This design comes from an exercise in tuning for small area, a short achievable clock period and few clock cycles on the open sky130 flow, not from production work.
In this exercise RTL edits were held to simulation tests only and were not proved equivalent to the original.
Power and IR drop assume default switching activity.

--- flow/constraint.sdc ---
create_clock -name core_clock -period 10.0 [get_ports {CLK}]
set_input_delay 2.0000 -clock core_clock [delete_from_list [all_inputs] [get_ports {CLK}]]
set_output_delay 2.0000 -clock core_clock [all_outputs]
set_load 0.01 [all_outputs]
--- flow/run.sh ---
#!/bin/bash
# synth_recipe.tcl (not shown) runs the flow's synth.tcl, then flattens the netlist and writes it again
# the make line also repeats each setting of config.mk as NAME=value (left out here)
make -C /OpenROAD-flow-scripts/flow DESIGN_CONFIG=/design/flow/config.mk WORK_HOME=/design/flow/orfs CLKGATE_MAP_FILE= SYNTH_SCRIPT=/design/flow/synth_recipe.tcl finish
--- flow/config.mk ---
export PLATFORM = sky130hd
export DESIGN_NAME = LASER
export DESIGN_NICKNAME = LASER
export VERILOG_FILES = /design/flow/design.v
export SDC_FILE = /design/flow/constraint.sdc
export NUM_CORES = 4
export LEC_CHECK = 0
export CAP_MARGIN = 20
export CORE_MARGIN = 2
export CORE_UTILIZATION = 65
export PLACE_DENSITY = 0.72
export SLEW_MARGIN = 20
--- flow/design.v ---
module LASER (
    input CLK,
    input RST,
    input [3:0] X,
    input [3:0] Y,
    output reg [3:0] C1X,
    output reg [3:0] C1Y,
    output reg [3:0] C2X,
    output reg [3:0] C2Y,
    output reg DONE
);
localparam S_LOAD = 4'd0, S_ISSUE = 4'd1, S_W1 = 4'd2, S_W2 = 4'd3,
           S_FIN = 4'd4, S_MEMO = 4'd5, S_DONE = 4'd6, S_W3 = 4'd7, S_W4 = 4'd8;
reg [3:0] st;
reg       ld;            
reg [5:0] lcnt;
reg [3:0] rcy;           
reg       p1;            
reg       rA;            
reg       selR;          
reg       ls;
reg [3:0] px [0:39];
reg [3:0] py [0:39];
reg       inc [0:39];    
reg [3:0] wc [0:39];     
reg [3:0] bx, by;        
reg [5:0] mr;            
reg [5:0] circ;          
reg  [3:0] refx, refy;    
integer i, k;
genvar g, u;
wire [39:0] inc_new;
wire [39:0] inc_d;
wire [3:0] pyn [0:39];
generate
    for (g = 0; g < 40; g = g + 1) begin : PN
        if (g == 39) begin : T assign pyn[g] = ld ? Y : py[0]; end
        else begin : R assign pyn[g] = py[g+1]; end
    end
endgenerate
generate
    for (g = 0; g < 40; g = g + 1) begin : ID
        assign inc_d[g] = ld ? 1'b0 : (m_R ? inc_new[(g+1)%40] : inc[(g+1)%40]);
    end
endgenerate
reg  [3:0] w_cy;         
wire w_mode15 = selR ? (bx > 4'd13) : rA;
function [2:0] rowcls(input [3:0] y, input [3:0] cy);
    reg [4:0] e;
    begin
        e = {1'b0, y} + {1'b0, ~cy};
        case (e)
            5'd15: rowcls = 3'b111;
            5'd13, 5'd14, 5'd16, 5'd17: rowcls = 3'b110;
            5'd12, 5'd18: rowcls = 3'b100;
            5'd11, 5'd19: rowcls = 3'b001;
            default: rowcls = 3'b000;
        endcase
    end
endfunction
reg        m_v, m_R, m_mode15, m_first;
reg [10:0] m_valid, m_selh;
reg [3:0]  m_cy;
wire [10:0] mask [0:39];
wire [9:0] colA [0:10];
wire [9:0] colB [0:10];
wire [9:0] colC [0:10];
wire [9:0] colD [0:10];
generate
    for (g = 0; g < 40; g = g + 1) begin : PT
        wire a0 = wc[g][2] | wc[g][0];
        wire a2 = wc[g][2];
        wire a3 = wc[g][1];
        wire a4 = wc[g][1] & wc[g][0];
        wire [3:0] L = 4'd1 << px[g][1:0];
        wire [3:0] H = 4'd1 << px[g][3:2];
        wire [11:0] P;
        assign P[0] = (L[0] & a4);
        assign P[1] = (L[0] & a3) | (L[1] & a4);
        assign P[2] = (L[0] & a2) | (L[1] & a3) | (L[2] & a4);
        assign P[3] = (L[0] & a2) | (L[1] & a2) | (L[2] & a3) | (L[3] & a4);
        assign P[4] = (L[0] & a0) | (L[1] & a2) | (L[2] & a2) | (L[3] & a3);
        assign P[5] = (L[0] & a2) | (L[1] & a0) | (L[2] & a2) | (L[3] & a2);
        assign P[6] = (L[0] & a2) | (L[1] & a2) | (L[2] & a0) | (L[3] & a2);
        assign P[7] = (L[0] & a3) | (L[1] & a2) | (L[2] & a2) | (L[3] & a0);
        assign P[8] = (L[0] & a4) | (L[1] & a3) | (L[2] & a2) | (L[3] & a2);
        assign P[9] = (L[1] & a4) | (L[2] & a3) | (L[3] & a2);
        assign P[10] = (L[2] & a4) | (L[3] & a3);
        assign P[11] = (L[3] & a4);
        assign mask[g][0] = wc[g][3] ? ((H[2] & P[11]) | (H[3] & P[7])) : ((H[2] & P[9]) | (H[3] & P[5]));
        assign mask[g][1] = wc[g][3] ? ((H[2] & P[10]) | (H[3] & P[6])) : ((H[2] & P[8]) | (H[3] & P[4]));
        assign mask[g][2] = (H[1] & P[11]) | (H[2] & P[7]) | (H[3] & P[3]);
        assign mask[g][3] = (H[1] & P[10]) | (H[2] & P[6]) | (H[3] & P[2]);
        assign mask[g][4] = (H[1] & P[9]) | (H[2] & P[5]) | (H[3] & P[1]);
        assign mask[g][5] = (H[1] & P[8]) | (H[2] & P[4]) | (H[3] & P[0]);
        assign mask[g][6] = (H[0] & P[11]) | (H[1] & P[7]) | (H[2] & P[3]);
        assign mask[g][7] = (H[0] & P[10]) | (H[1] & P[6]) | (H[2] & P[2]);
        assign mask[g][8] = (H[0] & P[9]) | (H[1] & P[5]) | (H[2] & P[1]);
        assign mask[g][9] = (H[0] & P[8]) | (H[1] & P[4]) | (H[2] & P[0]);
        assign mask[g][10] = (H[0] & P[7]) | (H[1] & P[3]);
        for (u = 0; u < 11; u = u + 1) begin : UN
            if (g < 10) begin : CA assign colA[u][g] = mask[g][u]; end
            else if (g < 20) begin : CB assign colB[u][g-10] = mask[g][u]; end
            else if (g < 30) begin : CC assign colC[u][g-20] = mask[g][u]; end
            else begin : CD assign colD[u][g-30] = mask[g][u]; end
        end
        assign inc_new[g] = |(mask[g] & m_selh);
    end
endgenerate
wire [7:0] pa [0:10];
wire [7:0] pb [0:10];
wire [7:0] pc [0:10];
wire [7:0] pd [0:10];
generate
    for (u = 0; u < 11; u = u + 1) begin : PC
        pc10cs upa (.v(colA[u]), .s(pa[u]));
        pc10cs upb (.v(colB[u]), .s(pb[u]));
        pc10cs upc (.v(colC[u]), .s(pc[u]));
        pc10cs upd (.v(colD[u]), .s(pd[u]));
    end
endgenerate
wire [10:0] m_isref;
generate
    for (u = 0; u < 11; u = u + 1) begin : RF
        wire [3:0] cxu = m_mode15 ? (4'd15 - u) : (4'd13 - u);
        assign m_isref[u] = (cxu == refx) && (m_cy == refy);
    end
endgenerate
reg [7:0]  ca [0:10];
reg [7:0]  cb [0:10];
reg [7:0]  cc [0:10];
reg [7:0]  cd [0:10];
reg        s_v, s_R, s_mode15, s_first;
reg [10:0] s_valid, s_nonref;
reg [3:0]  s_cy;
function gt2(input [1:0] x, input [1:0] y);
    gt2 = (x[1] & ~y[1]) | ((x[1] | ~y[1]) & x[0] & ~y[0]);
endfunction
function gt6(input [5:0] x, input [5:0] y);
    reg g10, g32, g54, ge32, ge54;
    begin
        g10 = gt2(x[1:0], y[1:0]);
        g32 = gt2(x[3:2], y[3:2]);
        g54 = gt2(x[5:4], y[5:4]);
        ge32 = ~gt2(y[3:2], x[3:2]);
        ge54 = ~gt2(y[5:4], x[5:4]);
        gt6 = g54 | (ge54 & (g32 | (ge32 & g10)));
    end
endfunction
reg [5:0]  lm [0:10];    
reg        u_v, u_R, u_mode15, u_first;
reg [10:0] u_valid, u_nonref;
reg [3:0]  u_cy;
wire [10:0] lh = u_valid & u_nonref;    
reg [10:0] gs [0:2];
reg [10:0] win;
integer q, r, gi;
always @(*) begin
    for (gi = 0; gi < 3; gi = gi + 1) begin
        for (q = 4*gi; q < 4*gi + 4 && q < 11; q = q + 1) begin
            win[q] = u_valid[q];
            for (r = 4*gi; r < 4*gi + 4 && r < 11; r = r + 1)
                if (r != q) win[q] = win[q] & (!u_valid[r] | !gt6(lm[r], lm[q]));
        end
        gs[gi] = 11'd0;
        for (q = 4*gi; q < 4*gi + 4 && q < 11; q = q + 1) begin
            if (win[q]) gs[gi][10:5] = gs[gi][10:5] | lm[q];
            if (win[q] & lh[q]) begin gs[gi][4:1] = q; gs[gi][0] = 1'b1; end
        end
    end
end
reg [10:0] t0, t1, t2;
reg        t_v, t_R, t_mode15, t_first;
reg [3:0]  t_cy;
wire [5:0] m0 = t0[10:5], m1 = t1[10:5], m2 = t2[10:5];
wire g10 = gt6(m1, m0), g01 = gt6(m0, m1);
wire g20 = gt6(m2, m0), g02 = gt6(m0, m2);
wire g21 = gt6(m2, m1), g12 = gt6(m1, m2);
wire w0 = !g10 && !g20;
wire w1 = !g01 && !g21;
wire w2 = !g02 && !g12;
wire [5:0] m_row = (w0 ? m0 : 6'd0) | (w1 ? m1 : 6'd0) | (w2 ? m2 : 6'd0);
wire h0 = w0 && t0[0], h1 = w1 && t1[0], h2 = w2 && t2[0];
wire hasL = h0 || h1 || h2;
wire [3:0] lidx = h2 ? t2[4:1] : h1 ? t1[4:1] : t0[4:1];
wire x0 = gt6(m0, mr), x1 = gt6(m1, mr), x2 = gt6(m2, mr);
wire y0 = gt6(mr, m0), y1 = gt6(mr, m1), y2 = gt6(mr, m2);
wire rowgt = x0 || x1 || x2;
wire roweq = !rowgt && (!y0 || !y1 || !y2);
wire [3:0] lx = (t_mode15 ? 4'd15 : 4'd13) - lidx;
wire take_new = t_v && (t_first || rowgt);
wire take_eq  = t_v && !(t_first || rowgt) && roweq && hasL;
wire [3:0] bx_next = take_new ? (hasL ? lx : refx) : take_eq ? lx : bx;
wire [3:0] by_next = take_new ? (hasL ? t_cy : refy) : take_eq ? t_cy : by;
reg spec_ok_r;
reg keep11;              
wire spec_ok_next = keep11 && !(take_new || take_eq);
wire [3:0] rcy_next = (st == S_LOAD) ? 4'd0 :
                      (st == S_ISSUE) ? (rA ? rcy : rcy + 4'd1) :
                      (st == S_FIN) ? (spec_ok_r ? 4'd4 : 4'd2) : rcy;
reg [5:0] last, mb;
reg       improve;
reg [1:0] np;            
wire fin   = (st == S_FIN) || (st == S_MEMO);
wire memo  = (st == S_MEMO);
wire [3:0] vx = ls ? C2X : C1X;      
wire [3:0] vy = ls ? C2Y : C1Y;
wire [3:0] ox = memo ? vx : bx;
wire [3:0] oy = memo ? vy : by;
wire [5:0] om = memo ? mb : mr + circ;
wire stop = (last == om) && !improve;    
wire hit  = (np == 2'd2) && (ox == vx) && (oy == vy);
always @(posedge CLK or posedge RST) begin
    if (RST) begin
        st <= S_LOAD;
        ld <= 1'b1;
        lcnt <= 6'd0;
        DONE <= 1'b0;
        m_v <= 1'b0;
        s_v <= 1'b0;
        u_v <= 1'b0;
        t_v <= 1'b0;
        m_R <= 1'b0;
        s_R <= 1'b0;
        u_R <= 1'b0;
        t_R <= 1'b0;
        selR <= 1'b0;
    end else begin
        DONE <= 1'b0;
        ld <= (st == S_DONE) || ((st == S_LOAD) && (lcnt != 6'd39));
        m_v <= (st == S_ISSUE) || ((st == S_LOAD) && (lcnt == 6'd39)) || (st == S_W4) ||
               ((st == S_FIN) && spec_ok_r && !(stop || hit));
        s_v <= m_v && !((st == S_FIN) && !(spec_ok_r && !(stop || hit)));
        u_v <= s_v;
        t_v <= u_v;
        m_R <= selR;
        s_R <= m_R;
        u_R <= s_R;
        t_R <= u_R;
        selR <= (st == S_W2) || ((st == S_W4) && !spec_ok_next);
        case (st)
            S_LOAD: begin
                lcnt <= lcnt + 6'd1;
                if (lcnt == 6'd39) st <= S_ISSUE;
            end
            S_ISSUE: if (rcy == 4'd12 && !rA) st <= S_W1;
            S_W1: st <= S_W2;
            S_W2: st <= S_W3;
            S_W3: st <= S_W4;
            S_W4: st <= S_FIN;
            S_FIN, S_MEMO: begin
                if (stop || (hit && (last == om))) begin
                    st <= S_DONE;
                    DONE <= 1'b1;
                end else if (hit) st <= S_MEMO;
                else if (st == S_FIN) st <= S_ISSUE;
            end
            S_DONE: begin
                st <= S_LOAD;
                lcnt <= 6'd0;
            end
            default: st <= S_LOAD;
        endcase
    end
end
always @(posedge CLK) begin
    for (i = 0; i < 40; i = i + 1) begin
        px[i] <= (i == 39) ? (ld ? X : px[0]) : px[i+1];
        py[i] <= (i == 39) ? (ld ? Y : py[0]) : py[i+1];
        inc[i] <= inc_d[i];
        wc[i][2:0] <= (selR || !inc_d[i]) ? rowcls(pyn[i], w_cy) : 3'b000;
        wc[i][3] <= w_mode15 && (selR || !inc_d[i]) && (rowcls(pyn[i], w_cy) != 3'b000);
    end
    rcy <= rcy_next;
    if (st == S_LOAD) begin
        rA <= (lcnt != 6'd39);
        p1 <= 1'b1;
    end else if (st == S_DONE) begin
        rA <= 1'b1;
    end else if (st == S_FIN) begin
        p1 <= 1'b0;
    end
    m_mode15 <= w_mode15;
    m_selh <= 11'd1 << ((bx > 4'd13) ? 4'd15 - bx : 4'd13 - bx);
    m_first <= (st == S_W4) || rA || (!p1 && rcy == 4'd2);
    m_valid <= rA ? 11'b00000000011 : ((st == S_W4) || (!p1 && rcy == 4'd2)) ? 11'b11111111110 : 11'b11111111111;
    m_cy <= (st == S_W4) ? 4'd2 : (st == S_FIN) ? 4'd3 : rcy;
    for (i = 0; i < 11; i = i + 1) begin
        ca[i] <= pa[i];
        cb[i] <= pb[i];
        cc[i] <= pc[i];
        cd[i] <= pd[i];
    end
    s_mode15 <= m_mode15;
    s_first <= m_first;
    s_valid <= m_R ? m_selh : m_valid;
    s_nonref <= ~m_isref;
    s_cy <= m_cy;
    for (i = 0; i < 11; i = i + 1)
        lm[i] <= ((({2'b0, ca[i][3:0]} + {2'b0, ca[i][7:4]}) + ({2'b0, cb[i][3:0]} + {2'b0, cb[i][7:4]})) +
                  (({2'b0, cc[i][3:0]} + {2'b0, cc[i][7:4]}) + ({2'b0, cd[i][3:0]} + {2'b0, cd[i][7:4]})));
    u_mode15 <= s_mode15;
    u_first <= s_first;
    u_valid <= s_valid;
    u_nonref <= s_nonref;
    u_cy <= s_cy;
    t0 <= gs[0]; t1 <= gs[1]; t2 <= gs[2];
    t_mode15 <= u_mode15;
    t_first <= u_first;
    t_cy <= u_cy;
    if (t_v && (t_first || rowgt)) mr <= m_row;
    bx <= bx_next;
    by <= by_next;
    w_cy <= (st == S_W2) ? by_next : (st == S_W3) ? 4'd2 :
            (st == S_W4) ? (spec_ok_next ? 4'd3 : by_next) : rcy_next;
    if (st == S_W3) keep11 <= !(take_new || take_eq);
    if (st == S_W4) spec_ok_r <= spec_ok_next;
    if (st == S_LOAD) begin refx <= 4'd0; refy <= 4'd0; end
    else if (st == S_W4) begin refx <= bx_next; refy <= by_next; end
    if (st == S_LOAD) begin
        C1X <= 4'd0; C1Y <= 4'd0; C2X <= 4'd0; C2Y <= 4'd0;
        ls <= 1'b0;
        last <= 6'd0;
        improve <= 1'b1;
        np <= 2'd0;
        circ <= 6'd0;
    end else begin
        if (t_R) circ <= m_row;
        if (fin) begin
            ls <= ~ls;
            if (!ls) begin C1X <= ox; C1Y <= oy; end
            else begin C2X <= ox; C2Y <= oy; end
            mb <= last;
            if (np != 2'd2) np <= np + 2'd1;
            if (last == om) begin
                if (improve) improve <= 1'b0;
            end else last <= om;
        end
    end
end
endmodule
module pc10cs(input [9:0] v, output [7:0] s);
  wire t1;
  wire t2;
  wire t3;
  wire t4;
  wire t5;
  wire t6;
  wire t7;
  wire t8;
  wire t9;
  wire t10;
  assign t1 = v[0] ^ v[1] ^ v[2];
  assign t2 = (v[0] & v[1]) | (v[0] & v[2]) | (v[1] & v[2]);
  assign t3 = v[3] ^ v[4] ^ v[5];
  assign t4 = (v[3] & v[4]) | (v[3] & v[5]) | (v[4] & v[5]);
  assign t5 = v[6] ^ v[7] ^ v[8];
  assign t6 = (v[6] & v[7]) | (v[6] & v[8]) | (v[7] & v[8]);
  assign t7 = t1 ^ t3 ^ t5;
  assign t8 = (t1 & t3) | (t1 & t5) | (t3 & t5);
  assign t9 = t2 ^ t4 ^ t6;
  assign t10 = (t2 & t4) | (t2 & t6) | (t4 & t6);
  assign s = {1'b0,1'b0,t9,v[9],1'b0,t10,t8,t7};
endmodule
==> run summary <==
==> final timing paths <==
kind                            slack [ns]        end        from  cells past startpoint
worst max register to register        6.38  wc[32][3]  m_selh[10]                     10
min in group asynchronous             1.82    lcnt[3]         RST                      2
worst max-delay path                  6.31     C1X[1]      C1X[1]                      1
max in group asynchronous             7.50        m_R         RST                      2
worst min register to register        0.32    t_cy[3]     u_cy[3]                      0
worst min-delay path                  0.32    t_cy[3]     u_cy[3]                      0
==> flip-flops by register name, indices dropped and copies added, names as in the netlist, 40 cells and up <==
| signal | cells |
|---|---|
| lm | 66 |
| cd | 55 |
| cb | 55 |
| inc | 40 |
| ca | 55 |
| wc | 160 |
| px | 160 |
| py | 160 |
| cc | 55 |
==> cell type report <==
| type | instances | area (sq um) |
|---|---|---|
| diodes | 1 | 2.50 |
| clock buffers | 148 | 3180 |
| clock inverters | 61 | 830 |
| fillers | 8364 | 31800 |
| inverters | 851 | 3190 |
| multi-input cells | 5842 | 43600 |
| flip-flops and latches | 1007 | 20400 |
| well taps | 1391 | 1740 |
| repair buffers | 66 | 561 |
==> cells by family after synthesis <==
kind of cell	Yosys count	synth area share
buffers and inverters	1339	0.0735
AND/OR/NAND/NOR	2157	0.162
adder cells (fa/ha/maj)	746	0.178
AO/OA/AOI/OAI	2711	0.257
multiplexers	94	0.0166
flip-flops	1007	0.295
XOR/XNOR	134	0.0170
==> metal layers <==
metal  up-vias  share of wire  GRT usage
li1      28318              -          -
met1     29500           0.39      0.543
met2      3519           0.43      0.631
met3       792           0.11     0.0967
met4        30          0.079      0.283
met5         -        0.00091   0.000870
==> power by group through the flow <==
stage | clock [mW] | combinational, mW | sequential (mW)
after floorplan | 0 | 4.98 | 4.95
after global placement | 0 | 6.71 | 5.44
after detailed placement | 0 | 6.90 | 5.46
after CTS | 4.48 | 7.01 | 5.37
after global routing | 4.65 | 7.87 | 5.47
final | 4.46 | 7.20 | 5.41
==> layout by cell type, fill, tap and decap left out, types with 71 or more instances in the layout <==
| cell type | count |
|---|---|
| dfxtp_1 | 968 |
| inv_1 | 825 |
| o21ai_0 | 657 |
| a21oi_1 | 631 |
| nand2_1 | 572 |
| fa_1 | 415 |
| nor2_1 | 403 |
| ha_1 | 261 |
| nor2b_1 | 208 |
| nand2b_1 | 165 |
| a31oi_1 | 155 |
| nand3_1 | 141 |
| a21o_1 | 136 |
| o211ai_1 | 115 |
| clkbuf_16 | 115 |
| o22ai_1 | 106 |
| nor3_1 | 105 |
| xnor2_1 | 99 |
| nor3b_1 | 94 |
| o21a_1 | 92 |
| a211oi_1 | 90 |
| and2_1 | 85 |
| and3b_1 | 85 |
| and3_1 | 81 |
| o21bai_1 | 71 |
==> results.yml <==
clock_network:
  clk_latency_ns: 0.74
  ctsHoldBuffers: 0
  clkTransAtPathRegs_ns: 0.06
  cts_sinks: 1007
  post_cts_buffers: 0
  ctsHtreeMaxLevel: 3
  clk_path_buf_depth: 3
  cts_resized: 0
  cts_root_buffer: "clkbuf_16"
  tritoncts: "yes"
  cts_made_buffers: 111
yosys:
  ys_ff_latch: 1007
  synth_edf_count: 15
  synth.avg_cell_area_sq_um: 8.44
  async_reset_ff_frac: 0.0209
  yosysTopAreaCell: "dfxtp_1"
  ys_warn_count: 21
  synth_ff_type: "dfxtp_1"
  postSynthCellCount: 8188
  synth_cell_type_count: 98
  ys_top_cells_by_area: "dfxtp_1 (28%), fa_1 (12%), o21ai_0 (4.8%), ha_1 (4.7%), a21oi_1 (4.6%)"
  syn_nets: 8874
  ys_seq_area_frac: 0.295
  synth_area_sq_um: 69100
  synth.most_common_cell: "dfxtp_1"
  ys_top_cells_by_count: "dfxtp_1 (971), inv_1 (831), o21ai_0 (658)"
  synth_top_cell_area_share: 0.281
setup_path:
  arrival_ns: 1.69
  start_kind: "register"
  cp.required_ns: 8.00
  crit_family: "buffers and inverters"
  crit_path_top_delay_cell: "clkdlybuf4s50_1"
  crit_fanout: 3
  setup.worst_path.class: "register to output port"
  cp-end-kind: "output port"
  critPathMaxStageDelay_ns: 0.56
  worstPathCellList: "clkdlybuf4s50_1"
  worst-path-buf-inv: 1
pwr:
  leakage_nw: 31.2
  p_clk_frac: 0.261
  swShare: 0.409
  p_seq_frac: 0.317
  total_power_mw: 17.1
  peakVddDrop_mv: 0.181
  p_per_area_nw_per_um2: 232
  power_frac_comb: 0.422
  power_switching_mw: 6.99
  internal-power_mw: 10.1
sta:
  finClkSkew_ns: 0.0501
  worst_slack_ns: 6.31
  slew_viol_final: 0
  holdWs_ns: 0.325
  fin_crit_ns: 3.69
  finalHoldViolations: 0
  worstMarginPinSlew_ns: 1.13
  setup_viol: 0
  fin_tns_setup_ns: 0
  post-route-period-util: 0.369
  relSlewSlack: 0.241
  rsz0062_at_grt: "no"
  fmax_mhz: 271
floorplanning:
  die_h_microns: 330
  rows: 119
  die_area_sq_um: 109000
  die-width_microns: 330
  pin_count: 27
  start_util: 0.656
  core_area_sq_um: 105000
detailed_routing:
  drc: 0
  drt_iter0_drc: 8600
  vias_per_cell: 6.64
  wl_microns: 233000
  wl_per_cell_microns: 24.9
  via_count: 62159
  drt-pass1-iter-count: 19
  antenna_left: 0
global_routing:
  grt_usage: 0.421
  grt_pass1_wl_microns: 350000
  grt_pass1_vias: 57880
  grt.overflow.total: 0
  antenna_found_initial: 33
  grt_max_degree: 40
layout:
  syn2layout_area_growth_pct: 6.46
  fin_util: 0.698
  finalNonFillerCells: 9367
  stdcell_area_sq_um: 73600
  drive_gt1_frac: 0.0548
  final_nets: 8565
placement:
  placed_cells: 9157
  gp_congestion: 1.06
  hpwl_microns: 174000
  pre_cts_slack_ns: 5.83
  dpl-instance-area_sq_um: 69600
  port_buffers: 26
outcome:
  status: "finished clean"
min_path:
  hold_class: "register to register"
run:
  maxCapViolCount: 0
Testbench counts, summed over its fixed seeds: cycles 10,254.

static timing again, ports no longer ideal:
The flow's constraints put no driver on any port. The routed layout listed below was extracted and timed again, unchanged, in two steps. Step 1 (the two cells are an assumption about what drives the block):
set clk [get_ports {CLK}]
set_driving_cell -lib_cell sky130_fd_sc_hd__clkbuf_16 $clk
set_driving_cell -lib_cell sky130_fd_sc_hd__buf_2 [delete_from_list [all_inputs] $clk]
Step 2, shift: input delay + t, output delay - t, t = (earliest + latest rising clock arrival at the registers) / 2. This alone moves slack from input paths to output paths. a / b / c = ideal / step 1 / step 2; a / b = the first two.
t (ns): 0.793
setup slack, ns: 6.306 / 6.229 / 5.783
worst setup path at the end: input to register
clock arrival spread, ns: 0.050 / 0.051
pins driven straight from the clock port: 1
After both steps this run still meets setup and hold. For this run, drivers alone change the setup slack by -0.077 ns; drivers and shift together by -0.523 ns.
